From an optimization exercise on the open Yosys and OpenROAD flow, aimed at small area, a short achievable clock period and few clock cycles per item; shortcuts taken in it are not production practice. Function was checked by simulation only, so behaviour that the tests miss may differ from the original. Power is estimated from default activity; no workload was simulated.

// multiplier
module multiplier #(
    parameter WIDTH = 32
)(
    input  logic                   clk,
    input  logic                   rst_n,
    input  logic                   start,
    input  logic [WIDTH-1:0]       a,
    input  logic [WIDTH-1:0]       b,
    output logic [2*WIDTH-1:0]     result,
    output logic                   done
);
==> flow/config.mk <==
export PLATFORM = sky130hd
export DESIGN_NAME = multiplier
export DESIGN_NICKNAME = multiplier
export VERILOG_FILES = /design/flow/design.v
export SDC_FILE = /design/flow/constraint.sdc
export NUM_CORES = 4
export LEC_CHECK = 0
export ABC_AREA = 1
export CAP_MARGIN = 20
export CORE_MARGIN = 2
export CORE_UTILIZATION = 40
export SETUP_SLACK_MARGIN = 0.3
export SLEW_MARGIN = 20
export SYNTH_HIERARCHICAL = 1
export SYNTH_MINIMUM_KEEP_SIZE = 0
==> flow/constraint.sdc <==
create_clock -name core_clock -period 5.0 [get_ports {clk}]
set_input_delay 1.0000 -clock core_clock [delete_from_list [all_inputs] [get_ports {clk}]]
set_output_delay 1.0000 -clock core_clock [all_outputs]
set_load 0.01 [all_outputs]
run.sh (not shown) runs the stock make flow with config.mk's settings and CLKGATE_MAP_FILE= SYNTH_SCRIPT=/design/flow/synth_recipe.tcl, a recipe that flattens the netlist after the stock synthesis.
The baseline completed with no timing, DRC or antenna violations.
Testbench counts at the start, summed over its fixed seeds: cycles 1,280, items 1,280.
==> next run, changes <==
==> flow/flow/run.sh (new file) <==
#!/bin/bash
# The standard layout (the standard.sh, unchanged synthesis), except that
# the input and output ports are buffered with sky130_fd_sc_hd__buf_2 cells
# instead of the delay cells that buffer_ports picks by default.
set -o pipefail
export BUFFER_PORTS_ARGS="-buffer_cell sky130_fd_sc_hd__buf_2"
bash standard.sh > standard.log 2>&1
==> flow/standard.sh (new file) <==
#!/bin/bash
# synth_recipe.tcl (not shown) runs the flow's synth.tcl, then flattens the netlist and writes it again
# the make line also repeats each setting of config.mk as NAME=value (left out here)
make -C /OpenROAD-flow-scripts/flow DESIGN_CONFIG=/design/flow/config.mk WORK_HOME=/design/flow/orfs CLKGATE_MAP_FILE= SYNTH_SCRIPT=/design/flow/synth_recipe.tcl "${@:-finish}"
- CTS_BUF_LIST: default -> sky130_fd_sc_hd__clkbuf_4 sky130_fd_sc_hd__clkbuf_8
- SETUP_SLACK_MARGIN: 0.3 -> default
removed: flow/run.sh
Wire length went down by a few percent.
Final area drops by a little under a tenth.
Global-route usage went down by 0.68 points.
Die area stays the same.
==> next run, changes <==
- CTS_BUF_LIST: sky130_fd_sc_hd__clkbuf_4 sky130_fd_sc_hd__clkbuf_8 -> default
Sequential power is about the same.
Final area increases by about 0.4%.
Cell count stays flat.
Synthesized area stays the same.
Setup slack is better by 0.091 ns.
Core utilization increases by 0.18 points.
Synthesized cell count stays the same.
Clock power increases by about 33%.
==> next run, changes <==
- CORE_UTILIZATION: 40 -> 55
Outcome: Sequential share of layout area rises by 0.14 points. Power falls by about 0.35%. Cell area falls by about 1%. Routed wire length falls by about 2.8%.
==> next run, changes <==
--- a/flow/flow/run.sh
+++ b/flow/flow/run.sh
@@ -4 +4,3 @@
-# instead of the delay cells that buffer_ports picks by default.
+# instead of the delay cells that buffer_ports picks by default, and that
+# after global routing the gates off the critical paths are sized down again
+# (ORFS's power recovery).
@@ -6,0 +9 @@
+export RECOVER_POWER=100
- CORE_UTILIZATION: 55 -> 40
After rerunning: Now the flow finished with capacitance limit, slew limit left; non-clock buffer count climbs by 7; cell area climbs slightly; worst setup slack improves by 0.027 ns; combinational power is about the same; worst hold slack degrades by 0.0075 ns; sequential power stays flat; routed wire length climbs by a few percent.
==> next run, changes <==
==> flow/flow/run.sh (replaced) <==
#!/bin/bash
# The standard layout (the standard.sh, unchanged synthesis), except that
# the input and output ports are buffered with sky130_fd_sc_hd__buf_2 cells
# instead of the delay cells that buffer_ports picks by default.
set -o pipefail
export BUFFER_PORTS_ARGS="-buffer_cell sky130_fd_sc_hd__buf_2"
bash standard.sh > standard.log 2>&1
- PLACE_DENSITY: default -> 0.75
What happened: With this change the flow finished with timing, DRC and antenna clean. Non-clock buffer count drops by 16. Hold slack loses 0.013 ns. Wire length drops by 5.0%.

## tundra
multiplier again, from the RTL that the note above started with.
export LEC_CHECK = 0
export ABC_AREA = 1
export CAP_MARGIN = 20
export CORE_MARGIN = 2
export CORE_UTILIZATION = 40
export GPL_ROUTABILITY_DRIVEN = 0
export SLEW_MARGIN = 20
export SYNTH_HIERARCHICAL = 1
export SYNTH_MINIMUM_KEEP_SIZE = 0
create_clock -name core_clock -period 5.0 [get_ports {clk}]
standard.sh (not shown) runs the stock make flow with config.mk's settings and CLKGATE_MAP_FILE= SYNTH_SCRIPT=/design/flow/synth_recipe.tcl, a recipe that flattens the netlist after the stock synthesis.
==> flow/flow/run.sh <==
#!/bin/bash
# The standard layout (the standard.sh, unchanged synthesis), except that
# the input and output ports are buffered with sky130_fd_sc_hd__buf_2 cells
# instead of the delay cells that buffer_ports picks by default.
set -o pipefail
export BUFFER_PORTS_ARGS="-buffer_cell sky130_fd_sc_hd__buf_2"
bash standard.sh > standard.log 2>&1
tundra has completed all stages; timing, DRC and antenna checks passed.
Testbench counts of tundra, summed over its fixed seeds: cycles 1,280, items 1,280.
--- input diff tundra..amber ---
Settings: clearing GPL_ROUTABILITY_DRIVEN, which used to be 0.
==> flow/run.sh (new file) <==
#!/bin/bash
# synth_recipe.tcl (not shown) runs the flow's synth.tcl, then flattens the netlist and writes it again
# the make line also repeats each setting of config.mk as NAME=value (left out here)
make -C /OpenROAD-flow-scripts/flow DESIGN_CONFIG=/design/flow/config.mk WORK_HOME=/design/flow/orfs CLKGATE_MAP_FILE= SYNTH_SCRIPT=/design/flow/synth_recipe.tcl finish
removed: flow/flow/run.sh
removed: flow/standard.sh
Notes after the runs:
The critical path depth in amber sits 1 below the value recorded for tundra.
Via-per-instance ratio, amber and tundra: lower on amber
Switching power: amber > tundra
Modified inputs, fjord compared to amber
==> flow/flow/run.sh (new file) <==
#!/bin/bash
# The standard layout (the standard.sh, unchanged synthesis), except that
# the input and output ports are buffered with sky130_fd_sc_hd__buf_1 cells
# instead of the delay cells that buffer_ports picks by default.
set -o pipefail
export BUFFER_PORTS_ARGS="-buffer_cell sky130_fd_sc_hd__buf_1"
bash standard.sh > standard.log 2>&1
==> flow/standard.sh (new file) <==
#!/bin/bash
# synth_recipe.tcl (not shown) runs the flow's synth.tcl, then flattens the netlist and writes it again
# the make line also repeats each setting of config.mk as NAME=value (left out here)
make -C /OpenROAD-flow-scripts/flow DESIGN_CONFIG=/design/flow/config.mk WORK_HOME=/design/flow/orfs CLKGATE_MAP_FILE= SYNTH_SCRIPT=/design/flow/synth_recipe.tcl "${@:-finish}"
removed: flow/run.sh
- fjord against amber: design area shows a reduction of 5.0%; fraction of the core area covered by cells at the end of the flow shows a reduction of 2.4 points; area after synthesis shows no meaningful change; smallest hold slack shows a reduction of 380 ps.
- Relative to amber, the worst setup slack of fjord is lower by 18 ps.
- Diff fjord..amber | global-route usage | negligible
- Global-route track usage on met3 in fjord vs amber: up 1.1 points
- fjord vs. amber: via count of the first global-routing pass has decreased, number of top-level pins has remained practically unchanged.
- [fjord] number of design-rule violations left by the first detailed-router iteration rose 78 relative to amber
- No stage failed in fjord, and the final checks on the layout all came back clean.
- Against amber, routed length on met3 in fjord rose by more than 10%.

[re-timing with driven ports]
The flow's constraints put no driver on any port. The routed layouts listed below were extracted and timed again, unchanged, in two steps.
Step 1: set_driving_cell puts a clkbuf_16 on clk and a buf_2 on each other input, an assumption about the parent block.
Step 2 times the ports against the registers' clock, not the clock port: input delays grow and output delays shrink by t, the midpoint of the rising clock arrivals with the driver on.
Slacks: ideal / step 1 / step 2; pairs: ideal / step 1.
| run | t, ns | setup slack, ns | worst register clock-pin slew, ns |
|---|---|---|---|
| the first run of note 1 | 0.555 | 0.051 / -0.012 / -0.156 | 0.07 / 0.07 |
| the second run of note 1 | 0.627 | 0.054 / -0.001 / -0.078 | 0.11 / 0.11 |
| the third run of note 1 | 0.552 | 0.145 / 0.084 / -0.042 | 0.08 / 0.08 |
| the fourth run of note 1 | 0.551 | 0.099 / 0.038 / -0.063 | 0.07 / 0.07 |
| the fifth run of note 1 | 0.550 | 0.126 / 0.065 / -0.366 | 0.08 / 0.08 |
| the sixth run of note 1 | 0.573 | 0.107 / 0.044 / -0.208 | 0.08 / 0.08 |
| tundra | 0.563 | 0.120 / 0.058 / -0.054 | 0.08 / 0.08 |
| amber | 0.568 | 0.164 / 0.100 / -0.364 | 0.07 / 0.07 |
| fjord | 0.567 | 0.146 / 0.081 / -0.340 | 0.08 / 0.08 |
The setup slack of amber, which loses most, moves by -0.064 ns with the drivers and by -0.528 ns with both steps.
